Context: an optimization exercise on an open-source flow, tuned for small area, a short achievable clock period and few clock cycles. The choices shown serve that exercise and are no tape-out recipe.
No functional check of the RTL was part of this run.
Power figures rest on the tool's default switching activity, not on a simulated workload.

### flow/flow/run.sh
#!/bin/bash
set -euo pipefail
MARGIN=$(cat flow/margin.txt)
bash standard.sh SETUP_SLACK_MARGIN=$MARGIN \
  "BUFFER_PORTS_ARGS=-inputs -outputs -buffer_cell sky130_fd_sc_hd__buf_2" \
  finish > standard.log 2>&1
### flow/flow/margin.txt
6.8
### flow/standard.sh
#!/bin/bash
# synth_recipe.tcl (not shown) runs the flow's synth.tcl, then flattens the netlist and writes it again
# the make line also repeats each setting of config.mk as NAME=value (left out here)
make -C /OpenROAD-flow-scripts/flow DESIGN_CONFIG=/design/flow/config.mk WORK_HOME=/design/flow/orfs CLKGATE_MAP_FILE= SYNTH_SCRIPT=/design/flow/synth_recipe.tcl "${@:-finish}"
### flow/config.mk
export PLATFORM = sky130hd
export DESIGN_NAME = TPU
export DESIGN_NICKNAME = TPU
export VERILOG_FILES = /design/flow/design.v
export SDC_FILE = /design/flow/constraint.sdc
export NUM_CORES = 4
export LEC_CHECK = 0
export CAP_MARGIN = 20
export CORE_MARGIN = 2
export CORE_UTILIZATION = 40
export CTS_CLUSTER_DIAMETER = 100
export CTS_CLUSTER_SIZE = 20
export SLEW_MARGIN = 20
export SYNTH_HIERARCHICAL = 1
export SYNTH_MINIMUM_KEEP_SIZE = 0
### flow/constraint.sdc
create_clock -name core_clock -period 10.0 [get_ports {clk}]
set_input_delay 2.0000 -clock core_clock [delete_from_list [all_inputs] [get_ports {clk}]]
set_output_delay 2.0000 -clock core_clock [all_outputs]
set_load 0.01 [all_outputs]
### flow/design.v
module block (
	input             clk,
	input      [7:0]  a,
	input      [7:0]  b,
	input             first_in,   
	output reg [20:0] acc,        
	output reg [2:0]  cr          
);
	reg first;   
	always @(posedge clk)
		first <= first_in;
	wire [63:0] pp;
	wire [20:0] ai = first ? 21'h1fffff : acc;
	wire [2:0]  ri = first ? 3'h7 : cr;
	genvar i;
	generate for (i = 0; i < 64; i = i + 1) begin : g_pp
		assign pp[i] = ~(a[i / 8] & b[i % 8]);
	end endgenerate
	wire ts0;
	wire tc0;
	wire ts1;
	wire tc1;
	wire ts2;
	wire tc2;
	wire ts3;
	wire tc3;
	wire ts4;
	wire tc4;
	wire ts5;
	wire tc5;
	wire ts6;
	wire tc6;
	wire ts7;
	wire tc7;
	wire ts8;
	wire tc8;
	wire ts9;
	wire tc9;
	wire ts10;
	wire tc10;
	wire ts11;
	wire tc11;
	wire ts12;
	wire tc12;
	wire ts13;
	wire tc13;
	wire ts14;
	wire tc14;
	wire ts15;
	wire tc15;
	wire ts16;
	wire tc16;
	wire ts17;
	wire tc17;
	wire ts18;
	wire tc18;
	wire ts19;
	wire tc19;
	wire ts20;
	wire tc20;
	wire ts21;
	wire tc21;
	wire ts22;
	wire tc22;
	wire ts23;
	wire tc23;
	wire ts24;
	wire tc24;
	wire ts25;
	wire tc25;
	wire ts26;
	wire tc26;
	wire ts27;
	wire tc27;
	wire ts28;
	wire tc28;
	wire ts29;
	wire tc29;
	wire ts30;
	wire tc30;
	wire ts31;
	wire tc31;
	wire ts32;
	wire tc32;
	wire ts33;
	wire tc33;
	wire ts34;
	wire tc34;
	wire ts35;
	wire tc35;
	wire ts36;
	wire tc36;
	wire ts37;
	wire tc37;
	wire ts38;
	wire tc38;
	wire ts39;
	wire tc39;
	wire ts40;
	wire tc40;
	wire ts41;
	wire tc41;
	wire ts42;
	wire tc42;
	wire ts43;
	wire tc43;
	wire ts44;
	wire tc44;
	wire ts45;
	wire tc45;
	wire ts46;
	wire tc46;
	wire ts47;
	wire tc47;
	wire ts48;
	wire tc48;
	wire ts49;
	wire tc49;
	wire ts50;
	wire tc50;
	wire ts51;
	wire tc51;
	wire ts52;
	wire tc52;
	wire ts53;
	wire tc53;
	wire ts54;
	wire tc54;
	wire ts55;
	wire tc55;
	wire ts56;
	wire tc56;
	wire ts57;
	wire tc57;
	wire ts58;
	wire tc58;
	wire ts59;
	wire tc59;
	wire ts60;
	wire tc60;
	wire ts61;
	wire tc61;
	wire ts62;
	wire tc62;
	half_adder_n hts0 (pp[4], pp[11], ts0, tc0);
	fa fts1 (pp[5], pp[12], pp[19], ts1, tc1);
	fa fts2 (pp[6], pp[13], pp[20], ts2, tc2);
	half_adder_n hts3 (pp[27], pp[34], ts3, tc3);
	fa fts4 (pp[7], pp[14], pp[21], ts4, tc4);
	fa fts5 (pp[28], pp[35], pp[42], ts5, tc5);
	half_adder_n hts6 (pp[49], pp[56], ts6, tc6);
	fa fts7 (pp[15], pp[22], pp[29], ts7, tc7);
	fa fts8 (pp[36], pp[43], pp[50], ts8, tc8);
	half_adder_n hts9 (pp[57], ai[8], ts9, tc9);
	fa fts10 (pp[23], pp[30], pp[37], ts10, tc10);
	fa fts11 (pp[44], pp[51], pp[58], ts11, tc11);
	fa fts12 (pp[31], pp[38], pp[45], ts12, tc12);
	half_adder_n hts13 (pp[39], pp[46], ts13, tc13);
	half_adder_n hts14 (pp[3], pp[10], ts14, tc14);
	fa fts15 (pp[18], pp[25], pp[32], ts15, tc15);
	half_adder_n hts16 (ai[4], ri[0], ts16, tc16);
	fa fts17 (pp[26], pp[33], pp[40], ts17, tc17);
	fa fts18 (ai[5], ts1, tc0, ts18, tc18);
	fa fts19 (pp[41], pp[48], ai[6], ts19, tc19);
	fa fts20 (ts2, ts3, tc1, ts20, tc20);
	fa fts21 (ai[7], ts4, ts5, ts21, tc21);
	fa fts22 (ts6, tc2, tc3, ts22, tc22);
	fa fts23 (ts7, ts8, ts9, ts23, tc23);
	fa fts24 (tc4, tc5, tc6, ts24, tc24);
	fa fts25 (ai[9], ts10, ts11, ts25, tc25);
	fa fts26 (tc7, tc8, tc9, ts26, tc26);
	fa fts27 (pp[52], pp[59], ai[10], ts27, tc27);
	fa fts28 (ts12, tc10, tc11, ts28, tc28);
	fa fts29 (pp[53], pp[60], ai[11], ts29, tc29);
	fa fts30 (ri[1], ts13, tc12, ts30, tc30);
	fa fts31 (pp[47], pp[54], pp[61], ts31, tc31);
	half_adder_n hts32 (ai[12], tc13, ts32, tc32);
	half_adder_n hts33 (pp[55], pp[62], ts33, tc33);
	half_adder_n hts34 (pp[2], pp[9], ts34, tc34);
	fa fts35 (pp[17], pp[24], ai[3], ts35, tc35);
	fa fts36 (ts0, ts15, ts16, ts36, tc36);
	fa fts37 (ts17, ts18, tc15, ts37, tc37);
	fa fts38 (ts19, ts20, tc17, ts38, tc38);
	fa fts39 (ts21, ts22, tc19, ts39, tc39);
	fa fts40 (ts23, ts24, tc21, ts40, tc40);
	fa fts41 (ts25, ts26, tc23, ts41, tc41);
	fa fts42 (ts27, ts28, tc25, ts42, tc42);
	fa fts43 (ts29, ts30, tc27, ts43, tc43);
	fa fts44 (ts31, ts32, tc29, ts44, tc44);
	fa fts45 (ai[13], ts33, tc31, ts45, tc45);
	half_adder_n hts46 (pp[63], ai[14], ts46, tc46);
	half_adder_n hts47 (pp[1], pp[8], ts47, tc47);
	fa fts48 (pp[16], ai[2], ts34, ts48, tc48);
	fa fts49 (ts14, ts35, tc34, ts49, tc49);
	fa fts50 (tc14, ts36, tc35, ts50, tc50);
	fa fts51 (tc16, ts37, tc36, ts51, tc51);
	fa fts52 (tc18, ts38, tc37, ts52, tc52);
	fa fts53 (tc20, ts39, tc38, ts53, tc53);
	fa fts54 (tc22, ts40, tc39, ts54, tc54);
	fa fts55 (tc24, ts41, tc40, ts55, tc55);
	fa fts56 (tc26, ts42, tc41, ts56, tc56);
	fa fts57 (tc28, ts43, tc42, ts57, tc57);
	fa fts58 (tc30, ts44, tc43, ts58, tc58);
	fa fts59 (tc32, ts45, tc44, ts59, tc59);
	fa fts60 (tc33, ts46, tc45, ts60, tc60);
	half_adder_n hts61 (ai[15], tc46, ts61, tc61);
	half_adder_n hts62 (ai[16], ri[2], ts62, tc62);
	wire [20:0] xn = {ai[20], ai[19], ai[18], ai[17], ts62, ts61, ts60, ts59, ts58, ts57, ts56, ts55, ts54, ts53, ts52, ts51, ts50, ts49, ts48, ai[1], pp[0]};
	wire [20:0] yn = {1'b1, 1'b1, 1'b1, tc62, tc61, tc60, tc59, tc58, tc57, tc56, tc55, tc54, tc53, tc52, tc51, tc50, tc49, tc48, tc47, ts47, ai[0]};
	wire [4:0] sg0 = {1'b0, xn[3:0]} + {1'b0, yn[3:0]} + 5'd1;
	wire [7:0] sg1 = {1'b0, xn[10:4]} + {1'b0, yn[10:4]} + 8'd1;
	wire [5:0] sg2 = {1'b0, xn[15:11]} + {1'b0, yn[15:11]} + 6'd1;
	wire [5:0] sg3 = {1'b0, xn[20:16]} + {1'b0, yn[20:16]} + 6'd1;
	always @(posedge clk) begin
		acc[3:0] <= sg0[3:0];
		cr[0] <= sg0[4];
		acc[10:4] <= sg1[6:0];
		cr[1] <= sg1[7];
		acc[15:11] <= sg2[4:0];
		cr[2] <= sg2[5];
		acc[20:16] <= sg3[4:0];
	end
endmodule
module fa (input a, input b, input c, output s, output co);
	assign s = a ^ b ^ c;
	assign co = (a & b) | (a & c) | (b & c);
endmodule
module half_adder_n (input a, input b, output s, output co);
	gate_xnor gx (a, b, s);
	gate_or go (a, b, co);
endmodule
module gate_xnor (input a, input b, output y);
	assign y = ~(a ^ b);
endmodule
module gate_or (input a, input b, output y);
	assign y = a | b;
endmodule
module systolic_array (
	input          clk,
	input  [31:0]  a_word,      
	input  [31:0]  b_word,      
	input  [3:0]   first,       
	output [95:0]  row0,        
	output [95:0]  row1,
	output [95:0]  row2,
	output [95:0]  row3
);
	reg [31:0] b1, b2, b3;
	reg [7:0]  a1_0;
	reg [7:0]  a2_0, a2_1;
	reg [7:0]  a3_0, a3_1, a3_2;
	always @(posedge clk) begin
		b1 <= b_word;
		b2 <= b1;
		b3 <= b2;
		a1_0 <= a_word[23:16];
		a2_0 <= a_word[15:8];
		a2_1 <= a2_0;
		a3_0 <= a_word[7:0];
		a3_1 <= a3_0;
		a3_2 <= a3_1;
	end
	wire [7:0]  ar [0:3];
	wire [31:0] br [0:3];
	assign ar[0] = a_word[31:24];
	assign ar[1] = a1_0;
	assign ar[2] = a2_1;
	assign ar[3] = a3_2;
	assign br[0] = b_word;
	assign br[1] = b1;
	assign br[2] = b2;
	assign br[3] = b3;
	wire [95:0] rs [0:3];
	genvar r, c;
	generate
		for (r = 0; r < 4; r = r + 1) begin : g_row
			for (c = 0; c < 4; c = c + 1) begin : g_col
				block P (
					.clk(clk),
					.a(ar[r]),
					.b(br[r][31-8*c -: 8]),
					.first_in(first[r]),
					.acc(rs[r][95-24*c -: 21]),
					.cr(rs[r][74-24*c -: 3])
				);
			end
		end
	endgenerate
	assign row0 = rs[0];
	assign row1 = rs[1];
	assign row2 = rs[2];
	assign row3 = rs[3];
endmodule
module TPU_fsm (
	input             clk,
	input             rst_n,
	input             in_valid,
	input      [7:0]  K,
	input      [7:0]  M,
	input      [7:0]  N,
	output reg        busy,
	output reg [7:0]  A_idx,
	output reg [7:0]  B_idx,
	output reg        fetch_v,      
	output     [3:0]  first_row,    
	output     [3:0]  wr_row,       
	output reg [7:0]  C_idx
);
	reg        act;
	reg [4:0]  k, Km1, Kpm1;
	reg [2:0]  mb, nb, MBm1, NBm1;
	reg [5:0]  Kr, Mr;
	reg [7:0]  abase, bbase;
	reg [3:0]  first_c;    
	reg [5:0]  last_c;
	reg [6:0]  fin_c;
	wire start    = in_valid & ~busy;
	wire tile_end = (k == Kpm1);
	wire mb_end   = (mb == MBm1);
	wire nb_end   = (nb == NBm1);
	reg [4:0]  k_n;
	reg [2:0]  mb_n, nb_n;
	reg [7:0]  a_n, b_n, abase_n, bbase_n;
	always @(*) begin
		k_n = k + 5'd1;
		mb_n = mb;
		nb_n = nb;
		a_n = A_idx + 8'd1;
		b_n = B_idx + 8'd1;
		abase_n = abase;
		bbase_n = bbase;
		if (tile_end) begin
			k_n = 5'd0;
			if (!mb_end) begin
				mb_n = mb + 3'd1;
				abase_n = abase + {2'b0, Kr};
				a_n = abase_n;
				b_n = bbase;
			end else begin
				mb_n = 3'd0;
				nb_n = nb + 3'd1;
				abase_n = 8'd0;
				a_n = 8'd0;
				bbase_n = bbase + {2'b0, Kr};
				b_n = bbase_n;
			end
		end
	end
	wire last_n = (k_n == Km1);
	wire fin_n  = last_n & (mb_n == MBm1) & (nb_n == NBm1);
	wire [4:0] Kin_m1 = K[4:0] - 5'd1;
	wire final_fetch = tile_end & mb_end & nb_end;
	always @(posedge clk) begin
		if (!rst_n) begin
			act <= 1'b0;
			busy <= 1'b0;
			fetch_v <= 1'b0;
			first_c[0] <= 1'b0;
			last_c[0] <= 1'b0;
			fin_c[0] <= 1'b0;
		end else begin
			if (start)
				busy <= 1'b1;
			else if (fin_c[6])
				busy <= 1'b0;
			if (start) begin
				act <= 1'b1;
				fetch_v <= 1'b1;
				first_c[0] <= 1'b1;
				last_c[0] <= (K == 8'd1);
				fin_c[0] <= (K == 8'd1) & (M <= 8'd4) & (N <= 8'd4);
			end else if (act & ~final_fetch) begin
				fetch_v <= (k_n <= Km1);
				first_c[0] <= (k_n == 5'd0);
				last_c[0] <= last_n;
				fin_c[0] <= fin_n;
			end else begin
				act <= 1'b0;
				fetch_v <= 1'b0;
				first_c[0] <= 1'b0;
				last_c[0] <= 1'b0;
				fin_c[0] <= 1'b0;
			end
		end
	end
	always @(posedge clk) begin
		if (!busy) begin
			k <= 5'd0;
			mb <= 3'd0;
			nb <= 3'd0;
			abase <= 8'd0;
			bbase <= 8'd0;
			A_idx <= 8'd0;
			B_idx <= 8'd0;
			Km1 <= Kin_m1;
			Kpm1 <= (K < 8'd4) ? 5'd3 : Kin_m1;
			MBm1 <= (M - 8'd1) >> 2;
			NBm1 <= (N - 8'd1) >> 2;
			Kr <= K[5:0];
			Mr <= M[5:0];
		end else if (act & ~final_fetch) begin
			k <= k_n;
			mb <= mb_n;
			nb <= nb_n;
			abase <= abase_n;
			bbase <= bbase_n;
			A_idx <= a_n;
			B_idx <= b_n;
		end
	end
	always @(posedge clk) begin
		if (!rst_n) begin
			last_c[5:1] <= 5'd0;
			fin_c[6:1] <= 6'd0;
		end else begin
			last_c[5:1] <= last_c[4:0];
			fin_c[6:1] <= fin_c[5:0];
		end
		first_c[3:1] <= first_c[2:0];
	end
	assign first_row = first_c[3:0];
	assign wr_row    = last_c[5:2];
	reg [7:0] cbn, cbnb;
	reg [2:0] wmb;
	always @(posedge clk) begin
		if (!busy) begin
			cbn <= 8'd0;
			cbnb <= 8'd0;
			wmb <= 3'd0;
		end else if (last_c[2]) begin
			if (wmb == MBm1) begin
				wmb <= 3'd0;
				cbnb <= cbnb + {2'b0, Mr};
				cbn <= cbnb + {2'b0, Mr};
			end else begin
				wmb <= wmb + 3'd1;
				cbn <= cbn + 8'd4;
			end
		end
		C_idx <= last_c[2] ? cbn : C_idx + 8'd1;
	end
endmodule
module TPU (
	clk,
	rst_n,
	in_valid,
	K,
	M,
	N,
	busy,
	A_index,
	A_data_out,
	B_index,
	B_data_out,
	C_wr_en,
	C_index,
	C_data_in
);
input            clk;
input            rst_n;
input            in_valid;
input  [7:0]     K;
input  [7:0]     M;
input  [7:0]     N;
output           busy;
output [15:0]    A_index;
input  [31:0]    A_data_out;
output [15:0]    B_index;
input  [31:0]    B_data_out;
output reg       C_wr_en;
output [15:0]    C_index;
output [127:0]   C_data_in;
wire [7:0] A_idx, B_idx, C_idx;
wire       fetch_v;
wire [3:0] first_row, wr_row;
TPU_fsm ctrl (
	.clk(clk),
	.rst_n(rst_n),
	.in_valid(in_valid),
	.K(K),
	.M(M),
	.N(N),
	.busy(busy),
	.A_idx(A_idx),
	.B_idx(B_idx),
	.fetch_v(fetch_v),
	.first_row(first_row),
	.wr_row(wr_row),
	.C_idx(C_idx)
);
assign A_index = {8'd0, A_idx};
assign B_index = {8'd0, B_idx};
assign C_index = {8'd0, C_idx};
reg [31:0] a_word, b_word;
always @(posedge clk) begin
	a_word <= fetch_v ? A_data_out : 32'd0;
	b_word <= B_data_out;
end
wire [95:0] row0, row1, row2, row3;
systolic_array sa (
	.clk(clk),
	.a_word(a_word),
	.b_word(b_word),
	.first(first_row),
	.row0(row0),
	.row1(row1),
	.row2(row2),
	.row3(row3)
);
wire [95:0] sel = ({96{wr_row[0]}} & row0) | ({96{wr_row[1]}} & row1) |
                  ({96{wr_row[2]}} & row2) | ({96{wr_row[3]}} & row3);
reg [83:0] c_row;
always @(posedge clk) begin
	if (!rst_n)
		C_wr_en <= 1'b0;
	else
		C_wr_en <= |wr_row;
end
genvar c;
generate
	for (c = 0; c < 4; c = c + 1) begin : g_out
		wire [20:0] acc = ~sel[95-24*c -: 21];
		wire [2:0]  cr  = ~sel[74-24*c -: 3];
		always @(posedge clk)
			c_row[83-21*c -: 21] <= acc + {4'd0, cr[2], 4'd0, cr[1], 6'd0, cr[0], 4'd0};
	end
endgenerate
assign C_data_in = {11'd0, c_row[83:63], 11'd0, c_row[62:42],
                    11'd0, c_row[41:21], 11'd0, c_row[20:0]};
endmodule
==> impl_metrics.csv <==
group,metric,value,unit
global_route,grt_usage,23.0,%
power_and_ir_drop,total_power,19900,uW
yosys,synthTopCellsByCount,"nand2_1 (1177), fa_1 (851), dfxtp_1 (783)",
critical_path,cp_num_buf_inv,2,
yosys,synth_cells,6336,
global_route,grt_max_degree,77,
critical_path,rr_startpoint,"sa.a2_1[0]$_DFF_P_",
outcome,status,"complete, no violations",
finish,fillers,14000,
finish,seq_area,0.0170,mm2
floorplanning,die_w,398,um
floorplanning,core_area,0.154,mm2
finish,drive_above_1_share,29.0,%
sta,maxSlewHeadroom,46.4,%
power_and_ir_drop,p_per_area,264,mW/mm2
critical_path,max_stage_delay,0.58,ns
sta,hold_viol_final,0,
clock_network,root_buffer,"clkbuf_16",
critical_path,reg2reg_slack,6.20,ns
critical_path,crit_start,"sa.a2_1[0]$_DFF_P_",
sta,fin_skew,0.0299,ns
floorplanning,io_pins,269,
floorplanning,die_y,398,um
critical_path,crit_type,"reg -> reg",
sta,rsz0062_at_grt,"yes",
yosys,yosysSeqAreaShare,26.6,%
sta,worst_pin_slew,0.803,ns
yosys,ys_ff_latch,811,
placed_design,dp.final_hpwl,123,mm
power_and_ir_drop,p_leak,0.0279,uW
critical_path,critPathSlowestCell,"fa_1",
yosys,ys_warn_count,10,
critical_path,cp-end-kind,"flip-flop",
clock_network,tritoncts,"done",
routing,vias_per_cell,5.21,
routing,routedWlPerCell,21.3,um
placed_design,post-place-ws,5.69,ns
sta,worst_slack,6.20,ns
critical_path,cp_common_cell,"fa_1",
routing,via_count,45600,
global_route,antenna_found_initial,7,
clock_network,cts_buffer_depth,3,
power_and_ir_drop,vdd_drop_max,0.166,mV
yosys,ys.flop_type,"dfxtp_1",
finish,multi_input_area,0.0459,mm2
run,maxCapViolCount,0,
sta,setup_viol,0,
routing,dr.pass1.iters,6,
global_route,grt_pass1_wl,279,mm
critical_path,path_max_fanout,6,
placed_design,port_buffers,200,
routing,antenna_left,0,
sta,timing_max_transition_violations_final,0,
yosys,synth_edf_count,28,
critical_path,crit_required,10.59,ns
yosys,synth_cell_types,76,
floorplanning,die-area,0.159,mm2
critical_path,reg2reg_to,"sa.g_row[2].g_col[0].P.acc[10]$_DFF_P_",
yosys,netlist.area_leader.share,27.4,%
yosys,synth_top_area_cell,"fa_1",
sta,fin_crit,3.80,ns
clock_network,cts_sinks,811,
global_route,first_global_vias,47000,
yosys,avgSynthCellArea,9.81,um2
critical_path,crit_chain,"buf_12, nand2_4, fa_1, fa_1, fa_1, fa_1, inv_2, fa_2, nor2b_4, o31a_1, mux2i_1, nand2_1",
floorplanning,core.rowCount,144,
clock_network,htreeDepth,2,
routing,drc,0,
placed_design,gp_congestion,0.873,
clock_network,cts_buffers,51,
critical_path,cp_num_cells,12,
finish,areaGrowthSynthToFinish,21.1,%
clock_network,clk_pin_slew,0.10,ns
floorplanning,initial_core_util,40.3,%
routing,drt-initial-drc-count,3098,
clock_network,clk_latency,0.71,ns
critical_path,rr_worst_depth,12,
sta,fin_crit_sh,38.0,%
critical_path,cp-endpoint,"sa.g_row[2].g_col[0].P.acc[10]$_DFF_P_",
finish,nets,7968,
yosys,syn-cell-area,0.0621,mm2
yosys,synth_most_common_cell,"nand2_1",
critical_path,start_kind,"flip-flop",
finish,fin_util,48.8,%
critical_path,critical_path.top_delay_family,"adder cells",
routing,routed_wl,186,mm
sta,fmax,0.263,GHz
critical_path,critPathArrivalTime,4.39,ns
yosys,ys_top_cells_by_area,"fa_1 (27%), dfxtp_1 (25%), nand2_1 (7.1%)",
yosys,async_flop_share,0,%
clock_network,cts_hold_buffers,0,
global_route,overflow,0,
sta,tns,0,ns
min_path,hold_class,"reg -> reg",
==> registers in the layout, indices dropped and copies added, names as in the netlist, 16 cells and up <==
name	flops
sa.b3	32
a_word	32
sa.g_row.g_col.P.cr	48
c_row	84
sa.g_row.g_col.P.first	16
sa.g_row.g_col.P.acc	336
sa.b1	32
sa.b2	32
b_word	32
==> power by group <==
part | leakage (uW) | internal [uW] | switching, uW
combinational | 0.0203 | 6590 | 5940
clock | 0.000736 | 1010 | 1290
sequential | 0.00685 | 4210 | 839
==> per-module statistics from Yosys (local to each module, per instance), a selection <==
module,flip-flops and latches,cells inside,copies in the design,area (um2)
TPU,149,757,1,7460
TPU_fsm,118,651,1,6050
block,25,222,16,1670
fa,0,1,784,20.0
gate_or,0,1,224,6.26
gate_xnor,0,1,224,8.76
systolic_array,144,144,1,2880
==> worst min-delay path by stage <==
stage | slack (ns) | endpoint | from | depth (start not counted)
floorplan | 0.31 | sa.a1_0[0]$_DFF_P_ | a_word[16]$_SDFF_PN0_ | 0
global placement | 0.31 | sa.a2_0[5]$_DFF_P_ | a_word[13]$_SDFF_PN0_ | 0
detailed placement | 0.31 | sa.a3_1[5]$_DFF_P_ | sa.a3_0[5]$_DFF_P_ | 0
CTS | 0.32 | sa.a1_0[6]$_DFF_P_ | a_word[22]$_SDFF_PN0_ | 0
global route | 0.33 | sa.a1_0[6]$_DFF_P_ | a_word[22]$_SDFF_PN0_ | 0
finish | 0.33 | sa.a1_0[6]$_DFF_P_ | a_word[22]$_SDFF_PN0_ | 0
==> worst reg2reg max path, cell delays in order (launching register included) <==
cell	delay [ns]
dfxtp_4	0.42
buf_12	0.16
nand2_4	0.06
fa_1	0.58
fa_1	0.44
fa_1	0.50
fa_1	0.55
inv_2	0.05
fa_2	0.39
nor2b_4	0.13
o31a_1	0.16
mux2i_1	0.20
nand2_1	0.07
==> repair_timing <==
action,4_1_cts,5_1_grt
cloned,16,5
gates resized for setup,679,287
endpoints found under the setup margin,289,245
pin swaps,325,229
setup buffers,303,95
==> area by class of cell <==
cell class | count | share of cell area (%)
tap | 2044 | 3.40
sequential | 811 | 22.5
inverter | 395 | 1.97
clock inverter | 13 | 0.246
clock buffer | 62 | 1.76
multi-input combinational | 4793 | 60.9
antenna | 3 | 0.00998
timing repair buffer | 637 | 9.14
==> cell usage in the layout (no fill, tap or decap), types with 103 or more instances in the layout <==
| cell type | instances |
|---|---|
| xnor2_1 | 363 |
| nand2_1 | 1007 |
| or2_2 | 326 |
| buf_6 | 126 |
| nor2_1 | 170 |
| buf_2 | 169 |
| ha_1 | 244 |
| dfxtp_1 | 598 |
| or2_1 | 224 |
| fa_2 | 181 |
| fa_1 | 670 |
| buf_4 | 201 |
| inv_1 | 333 |
| dfxtp_2 | 103 |
==> layer usage <==
metal,vias up,part of all wire (%),global-route usage [%]
li1,20800,-,-
met1,23100,44,31.8
met2,1436,46,36.5
met3,270,6.8,4.39
met4,10,3.3,6.63
met5,-,0.033,0
==> per-stage QoR <==
stage               instance area [um2]  hold slack [ns]  cells
finish                            75300            0.328   8758
global route                      75300            0.329   8755
CTS                               73100            0.323   8655
detailed placement                65300            0.312   8261
global placement                  65300            0.312   8261
floorplan                         64600            0.309   6403
==> cell families (layout without fill, tap and decap cells) <==
| logic type | after synthesis | count (layout) | synth area share, % |
|---|---|---|---|
| AOI/OAI and AO/OA | 738 | 738 | 8.62 |
| adders and majority gates | 1188 | 1188 | 34.2 |
| buffers and inverters | 799 | 1107 | 5.53 |
| DFF | 811 | 811 | 26.6 |
| xor gates and xnor gates | 494 | 494 | 6.96 |
| muxes | 31 | 31 | 0.507 |
| other | 1 | 71 | 0.00604 |
| and+or+nand+nor | 2274 | 2274 | 17.6 |

## what the ideal ports hide
The results above use ideal ports. As a check the final layout listed here was re-extracted and re-timed, cells and wires unchanged.
Step 1 (the two cells are an assumption about what drives the block):
set clk [get_ports {clk}]
set_driving_cell -lib_cell sky130_fd_sc_hd__clkbuf_16 $clk
set_driving_cell -lib_cell sky130_fd_sc_hd__buf_2 [delete_from_list [all_inputs] $clk]
Step 2 also shifts input and output timing later by t, the mid clock arrival at the registers, as if the neighbouring blocks saw the same clock.
Three values: no drivers, after step 1, after step 2; two values: the first two.
t (ns): 0.772
setup slack, ns: 6.201 / 6.201 / 6.201
hold slack, ns: 0.328 / 0.328 / 0.328
slew at the worst register clock pin (ns): 0.10 / 0.10
worst data-port slew with drivers (ns): 0.10
After both steps this run still meets setup and hold. The setup slack of this run moves by 0.000 ns with the drivers and by 0.000 ns with both steps.
